This design comes from an exercise in tuning for a short achievable clock period and few clock cycles on the open sky130 flow, not from production work.
Only simulation tests tie the RTL to the original design; equivalence was not proved.
No activity file was given, so power comes from the tool's default toggle rates.

$ cat flow/constraint.sdc
create_clock -name core_clock -period 8.0 [get_ports {clock}]
set_input_delay 1.6000 -clock core_clock [delete_from_list [all_inputs] [get_ports {clock}]]
set_output_delay 1.6000 -clock core_clock [all_outputs]
set_load 0.01 [all_outputs]
$ cat flow/config.mk
export PLATFORM = sky130hd
export DESIGN_NAME = cpu
export DESIGN_NICKNAME = cpu
export VERILOG_FILES = /design/flow/design.v
export SDC_FILE = /design/flow/constraint.sdc
export NUM_CORES = 4
export LEC_CHECK = 0
export CAP_MARGIN = 20
export CORE_MARGIN = 2
export CORE_UTILIZATION = 40
export SLEW_MARGIN = 20
$ cat flow/design.v
module regfile(clock,raddr1,rout1,raddr2,rout2,wen,waddr,win);
    input clock;    
    input wen; 
    input [15:0] win;
    input [2:0] raddr1,raddr2;
    input [2:0] waddr;
    output [15:0] rout1,rout2;
    reg [15:0] ram[7:0];
    assign rout1 = ram[raddr1];
    assign rout2 = ram[raddr2];
    always @(posedge clock) 
    begin
        ram[0]<=16'b0;
        if (wen) 
        begin
            if(waddr!=0) ram[waddr]<= win;
        end
    end
endmodule
module fetch_module(clock,reset,brbus,inst,imem_addr,imem_data);
    input clock;
    input reset;
    input [17:0]brbus;
    output [11:0]imem_addr;  
    input [15:0]imem_data;   
    output [15:0]inst;  
    reg [15:0]inst;
    reg [15:0] pc;
    wire brbus_valid;  
    wire brbus_taken;  
    wire [15:0]brbus_offset;
    assign brbus_valid=brbus[17];
    assign brbus_taken=brbus[16];
    assign brbus_offset=brbus[15:0];
    wire [15:0]rom_out;
    assign imem_addr=pc[12:1];
    assign rom_out=imem_data;
    reg rom_en;
    always @(posedge clock) begin
        if(reset==1) begin
            rom_en<=0;
        end
        else begin
            rom_en<=1;
        end
    end
    always @(posedge clock) begin
        if(reset==1) begin
            pc<=0;
        end
        else if(brbus_taken==1) begin
            pc<=pc+brbus_offset;
        end
        else if(brbus_valid==1) begin
            pc<=pc+2;
        end
    end
    always @(posedge clock) begin
        if(reset==1) begin
            inst<=0;
        end
        else begin
            inst<=(rom_en==1)? rom_out:16'h0000;
        end
    end
endmodule  
module decode_module(clock,reset,inst,ex_dest,mem_dest,wb_dest,wbbus,brbus,idbus);
    input clock;
    input reset;
    input [15:0]inst;
    input [2:0] ex_dest,mem_dest,wb_dest;
    input [19:0]wbbus;
    output [55:0]idbus;
    reg [55:0] idbus;
    output [17:0]brbus;
    wire wbbus_valid;
    wire [2:0]wbbus_dest;
    wire [15:0]wbbus_value;
    reg idbus_valid;
    wire [3:0]idbus_op;
    wire [2:0]idbus_dest;
    wire [15:0]idbus_value1;
    wire [15:0]idbus_value2;
    wire [15:0]idbus_stvalue;
    reg brbus_valid;
    reg brbus_taken;
    reg [15:0]brbus_offset;
    assign wbbus_valid=wbbus[19];
    assign wbbus_dest=wbbus[18:16];
    assign wbbus_value=wbbus[15:0];
    reg [15:0] inst_save;
    reg inst_save_valid;
    always @(posedge clock) begin
        if(reset==1) begin
            inst_save<=0;
            inst_save_valid<=1'b0;
        end
        else begin
            if(brbus_valid==1) begin
                inst_save<=0;
                inst_save_valid<=1'b0;
            end
            else if(inst_save_valid==1'b0) begin
                inst_save<=inst;
                inst_save_valid<=1'b1;
            end
        end
    end
    reg [15:0] cur_inst;
    always @(*) begin
        if(inst_save_valid==0) begin
            cur_inst<=inst;
        end
        else begin
            cur_inst<=inst_save;
        end
    end
    reg [2:0]reg_rd_addr2;
    always @(*) begin
        if(cur_inst[15:12]==4'b1011) begin  
            reg_rd_addr2<=cur_inst[11:9];
        end
        else begin
            reg_rd_addr2<=cur_inst[5:3];
        end
    end
    regfile registers(.clock(clock),.raddr1(cur_inst[8:6]),.rout1(idbus_value1),.raddr2(reg_rd_addr2),
                .rout2(idbus_value2),.wen(wbbus_valid),.waddr(wbbus_dest),.win(wbbus_value));
    assign idbus_stvalue={{11{cur_inst[5]}},cur_inst[4:0]};
    assign idbus_op=cur_inst[15:12];
    assign idbus_dest=cur_inst[11:9];
    reg reset_over;
    always @(posedge clock) begin
        if(reset==1) begin
            reset_over<=0;
        end
        else begin
            reset_over<=1;
        end
    end
    always @(*) begin
        if(reset_over==1) begin
            brbus_valid<=1'b1;
        end
        else begin
            brbus_valid<=1'b0;
        end
        if((cur_inst[8:6]!=0)&&((cur_inst[8:6]==ex_dest)||(cur_inst[8:6]==mem_dest)||(cur_inst[8:6]==wb_dest))) begin
            brbus_valid<=1'b0;
        end
        if(cur_inst[15:14]!=4'b11) begin
            if((cur_inst[11:9]!=0)&&((cur_inst[11:9]==ex_dest)||(cur_inst[11:9]==mem_dest)||(cur_inst[11:9]==wb_dest))) begin
                brbus_valid<=1'b0;
            end
            if((cur_inst[15]==1'b0)||(cur_inst[15:12]==4'b1000)) begin
                if((cur_inst[5:3]!=0)&&((cur_inst[5:3]==ex_dest)||(cur_inst[5:3]==mem_dest)||(cur_inst[5:3]==wb_dest))) begin
                    brbus_valid<=1'b0;
                end
            end
        end
    end
    always @(*) begin
        brbus_taken<=1'b0;
        brbus_offset<=16'h0000;
        if(cur_inst[15:14]==2'b11) begin  
            if((cur_inst[8:6]==0)||((cur_inst[8:6]!=ex_dest)&&(cur_inst[8:6]!=mem_dest)&&(cur_inst[8:6]!=wb_dest))) begin
                case(cur_inst[10:9])
                    2'b00: begin  
                        if(idbus_value1==0) begin
                            brbus_taken<=1'b1;
                            brbus_offset<={{11{cur_inst[5]}},cur_inst[4:0]};
                        end
                    end
                    2'b01: begin  
                        if((idbus_value1[15]==0)&&(idbus_value1[14:0]!=0)) begin
                            brbus_taken<=1'b1;
                            brbus_offset<={{11{cur_inst[5]}},cur_inst[4:0]};
                        end
                    end
                    2'b10: begin  
                        if((idbus_value1[15]==1)||(idbus_value1==0)) begin
                            brbus_taken<=1'b1;
                            brbus_offset<={{11{cur_inst[5]}},cur_inst[4:0]};
                        end
                    end
                endcase
            end
        end
    end
    always @(posedge clock) begin
        if(reset==1) begin
            idbus_valid<=0;
        end
        else begin
            idbus_valid<=brbus_valid;
        end
    end
    assign brbus[17]=brbus_valid;
    assign brbus[16]=brbus_taken;
    assign brbus[15:0]=brbus_offset;
    always @(posedge clock) begin
        if(reset==1) begin
            idbus<=0;
        end
        else begin
            idbus[55]<=brbus_valid;
            idbus[54:51]<=idbus_op;
            idbus[50:48]<=idbus_dest;
            idbus[47:32]<=idbus_value1;
            idbus[31:16]<=idbus_value2;
            idbus[15:0]<=idbus_stvalue;
        end
    end
endmodule
module alu_module(clock,reset,idbus,exbus,ex_dest);
    input clock;
    input reset;
    input [55:0]idbus;
    output [39:0]exbus;
    reg [39:0]exbus;
    output [2:0]ex_dest;
    reg [2:0]ex_dest;
    wire idbus_valid;
    wire [3:0]idbus_op;
    wire [2:0]idbus_dest;
    wire [15:0]idbus_value1;
    wire [15:0]idbus_value2;
    wire [15:0]idbus_stvalue;
    reg exbus_valid;
    reg [3:0]exbus_op;
    reg [2:0]exbus_dest;
    reg [15:0]exbus_exresult;
    reg [15:0]exbus_stvalue;
    assign idbus_valid=idbus[55];
    assign idbus_op=idbus[54:51];
    assign idbus_dest=idbus[50:48];
    assign idbus_value1=idbus[47:32];
    assign idbus_value2=idbus[31:16];
    assign idbus_stvalue=idbus[15:0];
    always @(*) begin
        if(idbus_valid==1) begin
            ex_dest<=idbus_dest;
        end
        else begin
            ex_dest<=0;
        end
    end
    always @(*) begin
        exbus_valid<=0;
        exbus_op<=0;
        exbus_dest<=0;
        exbus_exresult<=16'h0000;
        exbus_stvalue<=16'h0000;
        if(idbus_valid==1'b1) begin
            exbus_valid<=1;
            exbus_op<=idbus_op;
            exbus_dest<=idbus_dest;
            case(idbus_op)
                4'b0001: begin  
                    exbus_exresult<=idbus_value1+idbus_value2;
                end
                4'b0010: begin  
                    exbus_exresult<=idbus_value1-idbus_value2;
                end
                4'b0011: begin  
                    exbus_exresult<=idbus_value1&idbus_value2;
                end
                4'b0100: begin  
                    exbus_exresult<=idbus_value1|idbus_value2;
                end
                4'b0101: begin  
                    exbus_exresult<=~idbus_value1;
                end
                4'b0110: begin  
                    exbus_exresult<=idbus_value1<<idbus_value2[3:0];
                end
                4'b0111: begin  
                    exbus_exresult<=(~(16'hffff>>idbus_value2[3:0]))|(idbus_value1>>idbus_value2[3:0]);
                end
                4'b1000: begin  
                    exbus_exresult<=idbus_value1>>idbus_value2[3:0];
                end
                4'b1001: begin  
                    exbus_exresult<=idbus_value1+idbus_stvalue;
                end
                4'b1010: begin  
                    exbus_exresult<=idbus_value1+idbus_stvalue;
                end
                4'b1011: begin  
                    exbus_exresult<=idbus_value1+idbus_stvalue;
                    exbus_stvalue<=idbus_value2;
                end
            endcase
        end
    end
    always @(posedge clock) begin
        if(reset==1) begin
            exbus<=0;
        end
        else begin
            exbus[39]<=exbus_valid;
            exbus[38:35]<=exbus_op;
            exbus[34:32]<=exbus_dest;
            exbus[31:16]<=exbus_exresult;
            exbus[15:0]<=exbus_stvalue;
        end
    end
endmodule 
module mem_module(clock,reset,exbus,membus,mem_dest,dmem_addr,dmem_we,dmem_wdata,dmem_rdata);
    input clock;
    input reset;
    output [11:0]dmem_addr;   
    output dmem_we;           
    output [15:0]dmem_wdata;  
    input [15:0]dmem_rdata;   
    input [39:0]exbus;
    output [39:0]membus;
    reg [39:0] membus;
    output [2:0]mem_dest;
    reg [2:0]mem_dest;
    wire exbus_valid;
    wire [3:0]exbus_op;
    wire [2:0]exbus_dest;
    wire [15:0]exbus_exresult;
    wire [15:0]exbus_stvalue;
    wire membus_valid;
    wire [3:0]membus_op;
    wire [2:0]membus_dest;
    wire [15:0]membus_exresult;
    wire [15:0]membus_memresult;
    assign exbus_valid=exbus[39];
    assign exbus_op=exbus[38:35];
    assign exbus_dest=exbus[34:32];
    assign exbus_exresult=exbus[31:16];
    assign exbus_stvalue=exbus[15:0];
    always @(*) begin
        if(exbus_valid==1) begin
            mem_dest<=exbus_dest;
        end
        else begin
            mem_dest<=0;
        end
end
    reg rd_wr;  
    always @(*) begin
        rd_wr<=0;
        if(exbus_op==4'b1011) begin  
            rd_wr<=1;
        end
    end
    assign membus_valid=exbus_valid;
    assign membus_op=exbus_op;
    assign membus_dest=exbus_dest;
    assign membus_exresult=exbus_exresult;
    assign dmem_addr=exbus_exresult[11:0];
    assign dmem_we=rd_wr;
    assign dmem_wdata=exbus_stvalue;
    assign membus_memresult=dmem_rdata;
    always @(posedge clock) begin
        if(reset==1) begin
            membus<=0;
        end
        else begin
            membus[39]<=membus_valid;
            membus[38:35]<=membus_op;
            membus[34:32]<=membus_dest;
            membus[31:16]<=membus_exresult;
            membus[15:0]<=membus_memresult;
        end
    end
endmodule 
module wb_module(clock,reset,membus,wbbus,wb_dest);
    input clock;
    input reset;
    input [39:0]membus;
    output [19:0]wbbus;
    reg [19:0]wbbus;
    output [2:0]wb_dest;
    reg [2:0]wb_dest;
    wire membus_valid;
    wire [3:0]membus_op;
    wire [2:0]membus_dest;
    wire [15:0]membus_exresult;
    wire [15:0]membus_memresult;
    reg wbbus_valid;
    reg [2:0]wbbus_dest;
    reg [15:0]wbbus_value;
    assign membus_valid=membus[39];
    assign membus_op=membus[38:35];
    assign membus_dest=membus[34:32];
    assign membus_exresult=membus[31:16];
    assign membus_memresult=membus[15:0];
    always @(*) begin
        if(membus_valid==1) begin
            wb_dest<=membus_dest;
        end
        else begin
            wb_dest<=0;
        end
    end
    always @(*) begin
        wbbus_valid<=0;
        wbbus_dest<=0;
        wbbus_value<=0;
        if(membus_valid==1) begin
            if((membus_op[3]==1'b0)||((membus_op[3:2]==2'b10)&&(membus_op[1:0]!=2'b11))) begin
                wbbus_valid<=1;
                wbbus_dest<=membus_dest;
                wbbus_value<=(membus_op[3:1]==3'b101)? membus_memresult:membus_exresult;
            end
        end
    end
    always @(*) begin
        wbbus[19]<=wbbus_valid;
        wbbus[18:16]<=wbbus_dest;
        wbbus[15:0]<=wbbus_value;
    end
endmodule
module cpu(clock,reset,imem_addr,imem_data,dmem_addr,dmem_we,dmem_wdata,dmem_rdata);
    input clock;
    input reset;
    output [11:0]imem_addr;
    input [15:0]imem_data;
    output [11:0]dmem_addr;
    output dmem_we;
    output [15:0]dmem_wdata;
    input [15:0]dmem_rdata;
    wire [17:0]brbus;
    wire [15:0]inst;
    wire [2:0] ex_dest,mem_dest,wb_dest;
    wire [19:0]wbbus;
    wire [55:0]idbus;
    wire [39:0]exbus;
    wire [39:0]membus;
    fetch_module fetch(.clock(clock),.reset(reset),.brbus(brbus),.inst(inst),.imem_addr(imem_addr),.imem_data(imem_data));
    decode_module decode(.clock(clock),.reset(reset),.inst(inst),.ex_dest(ex_dest),.mem_dest(mem_dest),
                        .wb_dest(wb_dest),.wbbus(wbbus),.brbus(brbus),.idbus(idbus));
    alu_module alu(.clock(clock),.reset(reset),.idbus(idbus),.exbus(exbus),.ex_dest(ex_dest));
    mem_module mem(.clock(clock),.reset(reset),.exbus(exbus),.membus(membus),.mem_dest(mem_dest),
                   .dmem_addr(dmem_addr),.dmem_we(dmem_we),.dmem_wdata(dmem_wdata),.dmem_rdata(dmem_rdata));
    wb_module wb(.clock(clock),.reset(reset),.membus(membus),.wbbus(wbbus),.wb_dest(wb_dest));
endmodule
$ cat flow/run.sh
#!/bin/bash
# synth_recipe.tcl (not shown) runs the flow's synth.tcl, then flattens the netlist and writes it again
# the make line also repeats each setting of config.mk as NAME=value (left out here)
make -C /OpenROAD-flow-scripts/flow DESIGN_CONFIG=/design/flow/config.mk WORK_HOME=/design/flow/orfs CLKGATE_MAP_FILE= SYNTH_SCRIPT=/design/flow/synth_recipe.tcl finish
==> flow_metrics.tcl <==
set metrics [dict create \
    setup_viol 0 \
    row_count 72 \
    worstMarginPinSlew_ns 1.09 \
    initial_utilization_pct 40.6 \
    crit_type "register to register" \
    tns_ns 0 \
    post_cts_buffers 0 \
    clock_latency_ns 0.52 \
    power_uw 3780 \
    pwr-share-comb_pct 12.8 \
    routed_wl_mm 45.5 \
    drive_gt1_share_pct 10.4 \
    cts_buffers 34 \
    drtIter0Drc 993 \
    end_kind "register" \
    critPathSlowestCell "mux2_4" \
    synth_flop_cell "dfxtp_1" \
    grt_pass1_wl_mm 70.4 \
    met2_length_mm 20.9 \
    place.gp.congestion 0.936 \
    synth_warnings 6 \
    pin_count 75 \
    synth_area_sq_um 15700 \
    cts_tree "yes" \
    drt-met1-wl_mm 19.8 \
    portBuffers 74 \
    synth.distinct_cells 76 \
    antenna_found_initial 0 \
    root_buffer "clkbuf_16" \
    fin_crit_sh_pct 87.8 \
    hold_viol_final 0 \
    cts.path.max_buffers 3 \
    coreArea_sq_um 38700 \
    crit_buf_inv 1 \
    switchingPower_uw 974 \
    cts_sinks 301 \
    ys_ff_latch 301 \
    postCtsHoldBufs 0 \
    finalNetCount 1669 \
    nFillCells 3659 \
    max_freq_mhz 142 \
    cp_slowest_stage_delay_ns 0.82 \
    cap_violations 0 \
    fin_skew_ns 0.0219 \
    start_kind "register" \
    dieArea_sq_um 41000 \
    internal_power_uw 2800 \
    clk_pin_slew_ns 0.06 \
    cp.required_ns 8.38 \
    cp_top_family "multiplexers" \
    via_per_inst 5.72 \
    route.met3.wl_mm 2.99 \
    areaGrowthSynthToFinish_pct 13.9 \
    yosys.area.top_type "dfxtp_1" \
    chipHeight_um 202 \
    max_slew_margin_pct 25.3 \
    p_leak_uw 0.00663 \
    synthArstFlopShare_pct 0 \
    antennaDiodeCount 0 \
    yosys-top-cells-area "dfxtp_1, edfxtp_1, mux4_2, mux2i_1, nor2_1" \
    finalCoreUtilization_pct 46.3 \
    cts_max_level 2 \
    postSynthCellCount 1587 \
    switching_share_pct 25.8 \
    layout_setup_ws_ns 0.973 \
    peakVddDrop_mv 0.108 \
    crit_chain "mux2_4, mux4_2, mux2i_1, nand4_1, nor4_2, mux2i_1, buf_4, and2_1, nor2_1, ha_1, fa_1, a21oi_1, o21ai_0, and2_1, o41ai_1, o21ai_0, o41ai_1, xor2_1, a211o_1, o211ai_2" \
    finalMaxSlewViolations 0 \
    die_x_um 202 \
    postCtsResizedCells 0 \
    avgSynthCellArea_sq_um 9.92 \
    grt_usage_pct 22.0 \
    hold_class "register to register" \
    cp_data_arrival_time_ns 7.40 \
    drcViolationCount 0 \
    dr.pass1.iters 5 \
    pwr-share-seq_pct 44.3 \
    wl_per_cell_um 21.2 \
    final_cell_count_no_fill 2144 \
    top_layer_used "met4" \
    worstPathMaxFanout 49 \
    rrSetupSlack_ns 0.97 \
    clockPowerShare_pct 42.9 \
    final_common_cell "nor2_1" \
    pwr_density_cell_nw_per_um2 211 \
    ant_nets 0 \
    placedCellCount 2083 \
    grt_pass1_vias 12200 \
    grt_overflow_total 0 \
    post-place-ws_ns 0.979 \
    rsz0062_at_grt "no" \
    dp_hpwl_mm 32.1 \
    vias 12300 \
    ys_seq_area_share_pct 45.4 \
    finalWorstPathRequiredPeriod_ns 7.03 \
    grt_max_degree 87 \
    final_cell_mix "nor2_1, dfxtp_1, edfxtp_1" \
    yosysTopAreaCellShare_pct 24.0 \
    synth_edf_count 112 \
    status "no timing/DRC/antenna violations" \
]
## metal layers
layer	global-route usage, %	vias to the layer above
li1	-	5762
met1	29.2	5911
met2	35.2	466
met3	4.19	118
met4	9.20	0
met5	0	-
## synthesized netlist by cell type (12+ instances only)
library cell / n
nand2b_1: 12
edfxtp_1: 112
xnor2_1: 35
ha_1: 32
o211ai_1: 24
inv_1: 21
buf_2: 13
o22ai_1: 21
nor2b_1: 52
mux4_2: 43
a221oi_1: 18
mux2i_1: 80
nand3_1: 26
dfxtp_1: 189
nor3_1: 30
nand2_1: 106
xor2_1: 17
o21ai_0: 95
clkbuf_1: 64
a21o_1: 20
nor2_1: 196
buf_4: 44
a211oi_1: 18
and2_1: 46
o22a_1: 12
a21oi_1: 107
## final cells by class
| type | count | area (sq um) | area share (%) |
|---|---|---|---|
| clock buffers | 46 | 978 | 5.46 |
| clock inverters | 15 | 194 | 1.08 |
| inverters | 24 | 90.1 | 0.502 |
| multi-input cells | 1141 | 7950 | 44.3 |
| flip-flops and latches | 301 | 7150 | 39.9 |
| well taps | 518 | 648 | 3.62 |
| repair buffers | 99 | 926 | 5.16 |
## registers in the layout, summed over array words and instances (netlist names)
signal,flops
decode.inst_save_valid,1
alu.exbus,40
fetch.pc,13
mem.membus,40
decode.inst_save,16
decode.registers.ram,128
decode.reset_over,1
decode.idbus,46
fetch.inst,16
## kinds of logic (layout without fill, tap and decap cells)
family	Yosys count	in the layout	share of synthesized area, %
other cells	1	16	0.0238
buf+inv	160	184	5.16
xor+xnor	52	52	2.89
simple gates	525	525	16.1
fa+ha+maj	34	34	2.80
compound gates	379	379	15.5
flops	301	301	45.4
mux	135	135	12.2
## through the flow
stage                     area [sq um]  hold slack (ns)
after floorplan                  15800            0.414
after global placement           16700            0.434
after detailed placement         16700            0.434
after CTS                        17900            0.455
after global routing             17900            0.468
final                            17900            0.451
## path summary, 6_finish.rpt
check,startpoint,endpoint,cells after the start
setup / recovery,decode.inst_save[6]$_SDFF_PP0_,fetch.pc[12]$_SDFFE_PP0P_,20
hold / removal,alu.exbus[29]$_SDFF_PP0_,mem.membus[29]$_SDFF_PP0_,1
hold reg to reg,alu.exbus[29]$_SDFF_PP0_,mem.membus[29]$_SDFF_PP0_,1
setup reg to reg,decode.inst_save[6]$_SDFF_PP0_,fetch.pc[12]$_SDFFE_PP0P_,20
## power by group through the flow
| stage | registers, uW | clock network (uW) | logic, uW |
|---|---|---|---|
| 2_1_floorplan | 1670 | 0 | 360 |
| 3_3_place_gp | 1700 | 0 | 472 |
| 3_5_place_dp | 1700 | 0 | 476 |
| 4_1_cts | 1670 | 1650 | 479 |
| 5_1_grt | 1680 | 1710 | 531 |
| 6_report | 1670 | 1620 | 485 |
## worst register-to-register path, stage by stage, from the launching register on
cell and delay (ns):
dfxtp_1 0.69, mux2_4 0.82, mux4_2 0.60, mux2i_1 0.27
nand4_1 0.21, nor4_2 0.50, mux2i_1 0.26, buf_4 0.23
and2_1 0.64, nor2_1 0.13, ha_1 0.25, fa_1 0.41
a21oi_1 0.21, o21ai_0 0.09, and2_1 0.15, o41ai_1 0.40
o21ai_0 0.20, o41ai_1 0.35, xor2_1 0.24, a211o_1 0.15
o211ai_2 0.08
Testbench counts, summed over its fixed seeds: cycles 65,131.

afterwards: timing with drivers on the ports:
In the flow no input, the clock included, has a driving cell. The finished layout below was timed again as built, in two steps. Step 1 (the two cells are an assumption about what drives the block):
set clk [get_ports {clock}]
set_driving_cell -lib_cell sky130_fd_sc_hd__clkbuf_16 $clk
set_driving_cell -lib_cell sky130_fd_sc_hd__buf_2 [delete_from_list [all_inputs] $clk]
Step 2 times the ports against the registers' clock, not the clock port: input delays grow and output delays shrink by t, the midpoint of the rising clock arrivals with the driver on. Slacks: no drivers / after step 1 / after step 2; pairs: no drivers / after step 1.
shift t [ns]: 0.566
slack for setup (ns): 0.973 / 0.973 / 0.973
worst slew at a driven data input, ns: 0.06
After both steps this run still meets setup and hold. For this run, drivers alone change the setup slack by 0.000 ns; drivers and shift together by 0.000 ns.
